Context: an optimization exercise on an open-source flow, tuned for small area, a short achievable clock period and few clock cycles per item. The choices shown serve that exercise and are no tape-out recipe. At most, simulation tests tie the RTL to the original design; equivalence was not proved.

== before ==
==> flow/design.v <==
`timescale 1ns / 1ps
module booth_enc #(
    parameter W = 8
)(
    input  wire [W-1:0]   b,
    output wire [W/2-1:0] one,
    output wire [W/2-1:0] two,
    output wire [W/2-1:0] neg
);
    wire [W:0] bx = {b, 1'b0};
    genvar i;
    generate
        for (i = 0; i < W/2; i = i + 1) begin : dig
            assign one[i] = bx[2*i+1] ^ bx[2*i];
            assign two[i] = (bx[2*i+2] & ~bx[2*i+1] & ~bx[2*i]) |
                            (~bx[2*i+2] & bx[2*i+1] & bx[2*i]);
            assign neg[i] = bx[2*i+2];
        end
    endgenerate
endmodule
module mac_pe_8_bit #(
    parameter W = 8
)(
    input  wire clk,
    input  wire clear,
    input  wire [W-1:0] a,
    input  wire [W/2-1:0] one,
    input  wire [W/2-1:0] two,
    input  wire [W/2-1:0] neg,
    output reg  [2*W-1:0] product
);
    wire pp_0_0 = ((one[0] & a[0])) ^ neg[0];
    wire pp_0_1 = ((one[0] & a[1]) | (two[0] & a[0])) ^ neg[0];
    wire pp_0_2 = ((one[0] & a[2]) | (two[0] & a[1])) ^ neg[0];
    wire pp_0_3 = ((one[0] & a[3]) | (two[0] & a[2])) ^ neg[0];
    wire pp_0_4 = ((one[0] & a[4]) | (two[0] & a[3])) ^ neg[0];
    wire pp_0_5 = ((one[0] & a[5]) | (two[0] & a[4])) ^ neg[0];
    wire pp_0_6 = ((one[0] & a[6]) | (two[0] & a[5])) ^ neg[0];
    wire pp_0_7 = ((one[0] & a[7]) | (two[0] & a[6])) ^ neg[0];
    wire pp_0_8 = ~(((one[0] & a[7]) | (two[0] & a[7])) ^ neg[0]);
    wire pp_1_0 = ((one[1] & a[0])) ^ neg[1];
    wire pp_1_1 = ((one[1] & a[1]) | (two[1] & a[0])) ^ neg[1];
    wire pp_1_2 = ((one[1] & a[2]) | (two[1] & a[1])) ^ neg[1];
    wire pp_1_3 = ((one[1] & a[3]) | (two[1] & a[2])) ^ neg[1];
    wire pp_1_4 = ((one[1] & a[4]) | (two[1] & a[3])) ^ neg[1];
    wire pp_1_5 = ((one[1] & a[5]) | (two[1] & a[4])) ^ neg[1];
    wire pp_1_6 = ((one[1] & a[6]) | (two[1] & a[5])) ^ neg[1];
    wire pp_1_7 = ((one[1] & a[7]) | (two[1] & a[6])) ^ neg[1];
    wire pp_1_8 = ~(((one[1] & a[7]) | (two[1] & a[7])) ^ neg[1]);
    wire pp_2_0 = ((one[2] & a[0])) ^ neg[2];
    wire pp_2_1 = ((one[2] & a[1]) | (two[2] & a[0])) ^ neg[2];
    wire pp_2_2 = ((one[2] & a[2]) | (two[2] & a[1])) ^ neg[2];
    wire pp_2_3 = ((one[2] & a[3]) | (two[2] & a[2])) ^ neg[2];
    wire pp_2_4 = ((one[2] & a[4]) | (two[2] & a[3])) ^ neg[2];
    wire pp_2_5 = ((one[2] & a[5]) | (two[2] & a[4])) ^ neg[2];
    wire pp_2_6 = ((one[2] & a[6]) | (two[2] & a[5])) ^ neg[2];
    wire pp_2_7 = ((one[2] & a[7]) | (two[2] & a[6])) ^ neg[2];
    wire pp_2_8 = ~(((one[2] & a[7]) | (two[2] & a[7])) ^ neg[2]);
    wire pp_3_0 = ((one[3] & a[0])) ^ neg[3];
    wire pp_3_1 = ((one[3] & a[1]) | (two[3] & a[0])) ^ neg[3];
    wire pp_3_2 = ((one[3] & a[2]) | (two[3] & a[1])) ^ neg[3];
    wire pp_3_3 = ((one[3] & a[3]) | (two[3] & a[2])) ^ neg[3];
    wire pp_3_4 = ((one[3] & a[4]) | (two[3] & a[3])) ^ neg[3];
    wire pp_3_5 = ((one[3] & a[5]) | (two[3] & a[4])) ^ neg[3];
    wire pp_3_6 = ((one[3] & a[6]) | (two[3] & a[5])) ^ neg[3];
    wire pp_3_7 = ((one[3] & a[7]) | (two[3] & a[6])) ^ neg[3];
    wire pp_3_8 = ~(((one[3] & a[7]) | (two[3] & a[7])) ^ neg[3]);
    wire acc_0 = ~clear & product[0];
    wire acc_1 = ~clear & product[1];
    wire acc_2 = ~clear & product[2];
    wire acc_3 = ~clear & product[3];
    wire acc_4 = ~clear & product[4];
    wire acc_5 = ~clear & product[5];
    wire acc_6 = ~clear & product[6];
    wire acc_7 = ~clear & product[7];
    wire acc_8 = clear | product[8];
    wire acc_9 = ~clear & product[9];
    wire acc_10 = ~clear & product[10];
    wire acc_11 = ~clear & product[11];
    wire acc_12 = ~clear & product[12];
    wire acc_13 = ~clear & product[13];
    wire acc_14 = ~clear & product[14];
    wire acc_15 = ~clear & product[15];
    wire s0, c0;
    ha_cell u0 (.x(neg[2]), .y(acc_4), .s(s0), .co(c0));
    wire s1, c1;
    ha_cell u1 (.x(pp_0_5), .y(acc_5), .s(s1), .co(c1));
    wire s2, c2;
    fa_cell u2 (.x(pp_0_6), .y(neg[3]), .z(acc_6), .s(s2), .co(c2));
    wire s3, c3;
    ha_cell u3 (.x(pp_2_2), .y(pp_1_4), .s(s3), .co(c3));
    wire s4, c4;
    fa_cell u4 (.x(pp_1_5), .y(pp_0_7), .z(acc_7), .s(s4), .co(c4));
    wire s5, c5;
    ha_cell u5 (.x(pp_3_1), .y(pp_2_3), .s(s5), .co(c5));
    wire s6, c6;
    fa_cell u6 (.x(pp_1_6), .y(pp_0_8), .z(acc_8), .s(s6), .co(c6));
    wire s7, c7;
    ha_cell u7 (.x(pp_3_2), .y(pp_2_4), .s(s7), .co(c7));
    wire s8, c8;
    fa_cell u8 (.x(pp_2_5), .y(pp_1_7), .z(acc_9), .s(s8), .co(c8));
    wire s9, c9;
    ha_cell u9 (.x(pp_1_8), .y(acc_10), .s(s9), .co(c9));
    wire s10, c10;
    ha_cell u10 (.x(neg[1]), .y(acc_2), .s(s10), .co(c10));
    wire s11, c11;
    ha_cell u11 (.x(pp_0_3), .y(acc_3), .s(s11), .co(c11));
    wire s12, c12;
    fa_cell u12 (.x(pp_1_2), .y(pp_0_4), .z(s0), .s(s12), .co(c12));
    wire s13, c13;
    fa_cell u13 (.x(pp_2_1), .y(pp_1_3), .z(c0), .s(s13), .co(c13));
    wire s14, c14;
    fa_cell u14 (.x(s3), .y(c1), .z(pp_3_0), .s(s14), .co(c14));
    wire s15, c15;
    fa_cell u15 (.x(c2), .y(s5), .z(c3), .s(s15), .co(c15));
    wire s16, c16;
    fa_cell u16 (.x(c4), .y(s7), .z(c5), .s(s16), .co(c16));
    wire s17, c17;
    fa_cell u17 (.x(c6), .y(c7), .z(pp_3_3), .s(s17), .co(c17));
    wire s18, c18;
    fa_cell u18 (.x(s9), .y(pp_3_4), .z(pp_2_6), .s(s18), .co(c18));
    wire s19, c19;
    fa_cell u19 (.x(pp_3_5), .y(pp_2_7), .z(acc_11), .s(s19), .co(c19));
    wire s20, c20;
    ha_cell u20 (.x(pp_2_8), .y(acc_12), .s(s20), .co(c20));
    wire s21, c21;
    ha_cell u21 (.x(neg[0]), .y(acc_0), .s(s21), .co(c21));
    wire s22, c22;
    ha_cell u22 (.x(pp_0_1), .y(acc_1), .s(s22), .co(c22));
    wire s23, c23;
    fa_cell u23 (.x(pp_1_0), .y(pp_0_2), .z(s10), .s(s23), .co(c23));
    wire s24, c24;
    fa_cell u24 (.x(s11), .y(pp_1_1), .z(c10), .s(s24), .co(c24));
    wire s25, c25;
    fa_cell u25 (.x(s12), .y(c11), .z(pp_2_0), .s(s25), .co(c25));
    wire s26, c26;
    fa_cell u26 (.x(s13), .y(c12), .z(s1), .s(s26), .co(c26));
    wire s27, c27;
    fa_cell u27 (.x(s14), .y(s2), .z(c13), .s(s27), .co(c27));
    wire s28, c28;
    fa_cell u28 (.x(s15), .y(c14), .z(s4), .s(s28), .co(c28));
    wire s29, c29;
    fa_cell u29 (.x(s16), .y(c15), .z(s6), .s(s29), .co(c29));
    wire s30, c30;
    fa_cell u30 (.x(s17), .y(c16), .z(s8), .s(s30), .co(c30));
    wire s31, c31;
    fa_cell u31 (.x(c17), .y(s18), .z(c8), .s(s31), .co(c31));
    wire s32, c32;
    fa_cell u32 (.x(c18), .y(s19), .z(c9), .s(s32), .co(c32));
    wire s33, c33;
    fa_cell u33 (.x(c19), .y(s20), .z(pp_3_6), .s(s33), .co(c33));
    wire s34, c34;
    fa_cell u34 (.x(c20), .y(pp_3_7), .z(acc_13), .s(s34), .co(c34));
    wire s35, c35;
    ha_cell u35 (.x(pp_3_8), .y(acc_14), .s(s35), .co(c35));
    wire [15:0] row0 = {acc_15, s35, s34, s33, s32, s31, s30, s29, s28, s27, s26, s25, s24, s23, s22, pp_0_0};
    wire [15:0] row1 = {c35, c34, c33, c32, c31, c30, c29, c28, c27, c26, c25, c24, c23, c22, c21, s21};
    always @(posedge clk)
        product <= row0 + row1;
endmodule
module fa_cell (input wire x, input wire y, input wire z, output wire s, output wire co);
    assign s  = x ^ y ^ z;
    assign co = (x & y) | (x & z) | (y & z);
endmodule
module ha_cell (input wire x, input wire y, output wire s, output wire co);
    assign s  = x ^ y;
    assign co = x & y;
endmodule
module xfa_cell (input wire x, input wire y, input wire z, output wire s, output wire co);
    wire t;
    xor_cell u0 (.x(x), .y(y), .o(t));
    xor_cell u1 (.x(t), .y(z), .o(s));
    maj_cell u2 (.x(x), .y(y), .z(z), .o(co));
endmodule
module xor_cell (input wire x, input wire y, output wire o);
    assign o = x ^ y;
endmodule
module maj_cell (input wire x, input wire y, input wire z, output wire o);
    assign o = (x & y) | (x & z) | (y & z);
endmodule
`timescale 1ns / 1ps
module array #(
    parameter W = 8
)(
    input  wire clk,
    input  wire rst,
    input  wire start,
    input  wire signed [3*W-1:0] a,
    input  wire signed [3*W-1:0] b,
    output wire signed [9*2*W-1:0] result,
    output reg  result_valid
);
    reg beat1, beat2;
    reg accumulate;
    always @(posedge clk) begin
        if (rst) begin
            beat1        <= 1'b0;
            beat2        <= 1'b0;
            accumulate   <= 1'b0;
            result_valid <= 1'b0;
        end else begin
            beat1        <= start;
            beat2        <= beat1;
            accumulate   <= start | beat1;
            result_valid <= beat2;
        end
    end
    genvar i, j;
    generate
        for (j = 0; j < 3; j = j + 1) begin : enc
            wire [W/2-1:0] one, two, neg;
            booth_enc #(.W(W)) E (
                .b  (b[j*W +: W]),
                .one(one),
                .two(two),
                .neg(neg)
            );
        end
        for (i = 0; i < 3; i = i + 1) begin : row
            for (j = 0; j < 3; j = j + 1) begin : col
                mac_pe_8_bit PE (
                    .clk    (clk),
                    .clear  (~accumulate),
                    .a      (a[i*W +: W]),
                    .one    (enc[j].one),
                    .two    (enc[j].two),
                    .neg    (enc[j].neg),
                    .product(result[(i*3 + j)*2*W +: 2*W])
                );
            end
        end
    endgenerate
endmodule
clock: 6.5 ns
lec_check: 0
cap_margin: 20
core_margin: 2
core_utilization: 40
cts_buf_list: sky130_fd_sc_hd__clkbuf_4 sky130_fd_sc_hd__clkbuf_8
setup_slack_margin: 2.05
slew_margin: 20
synth_hierarchical: 1
synth_minimum_keep_size: 0
standard.sh (not shown) runs the stock make flow with config.mk's settings and CLKGATE_MAP_FILE= SYNTH_SCRIPT=/design/flow/synth_recipe.tcl, a recipe that flattens the netlist after the stock synthesis.
==> flow/flow/run.sh <==
#!/bin/bash
# The standard layout (the standard.sh, standard synthesis unchanged), with
# the port buffers that ORFS inserts before global placement made of the
# smallest plain buffer instead of ORFS's default choice; repair steps resize
# them where timing needs it.
set -euo pipefail
bash standard.sh "BUFFER_PORTS_ARGS=-buffer_cell sky130_fd_sc_hd__buf_1" finish > standard.log 2>&1
## Diff of input files: after against before
-- flow/design.v --
<<< before, line 125
    ha_cell u20 (.x(pp_2_8), .y(acc_12), .s(s20), .co(c20));
    wire s21, c21;
    ha_cell u21 (.x(neg[0]), .y(acc_0), .s(s21), .co(c21));
    wire s22, c22;
    ha_cell u22 (.x(pp_0_1), .y(acc_1), .s(s22), .co(c22));
    wire s23, c23;
    fa_cell u23 (.x(pp_1_0), .y(pp_0_2), .z(s10), .s(s23), .co(c23));
>>> after, line 125
    ha_cell u20 (.x(pp_2_8), .y(acc_12), .s(s20), .co(c20));
    wire s21, c21;
    fa_cell u21 (.x(pp_0_0), .y(neg[0]), .z(acc_0), .s(s21), .co(c21));
    wire s22, c22;
    fa_cell u22 (.x(c21), .y(pp_0_1), .z(acc_1), .s(s22), .co(c22));
    wire s23, c23;
    fa_cell u23 (.x(pp_1_0), .y(pp_0_2), .z(s10), .s(s23), .co(c23));
<<< before, line 154
    wire s35, c35;
    ha_cell u35 (.x(pp_3_8), .y(acc_14), .s(s35), .co(c35));
    wire [15:0] row0 = {acc_15, s35, s34, s33, s32, s31, s30, s29, s28, s27, s26, s25, s24, s23, s22, pp_0_0};
    wire [15:0] row1 = {c35, c34, c33, c32, c31, c30, c29, c28, c27, c26, c25, c24, c23, c22, c21, s21};
    always @(posedge clk)
        product <= row0 + row1;
>>> after, line 154
    wire s35, c35;
    ha_cell u35 (.x(pp_3_8), .y(acc_14), .s(s35), .co(c35));
    wire [15:0] row0 = {acc_15, s35, s34, s33, s32, s31, s30, s29, s28, s27, s26, s25, s24, s23, s22, s21};
    wire [15:0] row1 = {c35, c34, c33, c32, c31, c30, c29, c28, c27, c26, c25, c24, c23, c22, 1'b0, 1'b0};
    always @(posedge clk)
        product <= row0 + row1;
==> summary.txt <==
- before → after: number of distinct library cells after synthesis went down by 18%; effective utilization at floorplan went down by 0.34 points.
- Higher overall routing resource usage goes to after over before.
- after against before: fmax went down; vertical die dimension went down; multi-input combinational cell area went down.
- Against before, post-synthesis instance area in after came out better.
- Delta (after minus before): worst hold margin lost 0.012 ns; area share of and/or/nand/nor cells after synthesis picked up an extra 0.95 points; clock skew neither gained nor lost much; highest fanout seen on the critical path lost 9.
Testbench counts of after, summed over its fixed seeds: cycles 14,408, items 4,800.
Only the layout flow was run in before; the RTL was not checked for function there.

re-timing with driven ports:
In the flow no input, the clock included, has a driving cell. The finished layouts below were timed again as built, in two steps. Step 1 assumes that a clkbuf_16 drives the clock port and a buf_2 every other input. Step 2, shift: input delay + t, output delay - t, t = (earliest + latest rising clock arrival at the registers) / 2. This alone moves slack from input paths to output paths. Slacks: no drivers / after step 1 / after step 2; pairs: no drivers / after step 1.
| run | t (ns) | setup WS [ns] | worst hold slack (ns) |
|---|---|---|---|
| before | 0.639 | 2.123 / 2.097 / 1.458 | 0.457 / 0.457 / 0.457 |
| after | 0.629 | 2.074 / 2.097 / 1.468 | 0.445 / 0.445 / 0.445 |
After both steps every run listed still meets setup and hold. For before, which loses most, drivers alone change the setup slack by -0.026 ns; drivers and shift together by -0.665 ns.
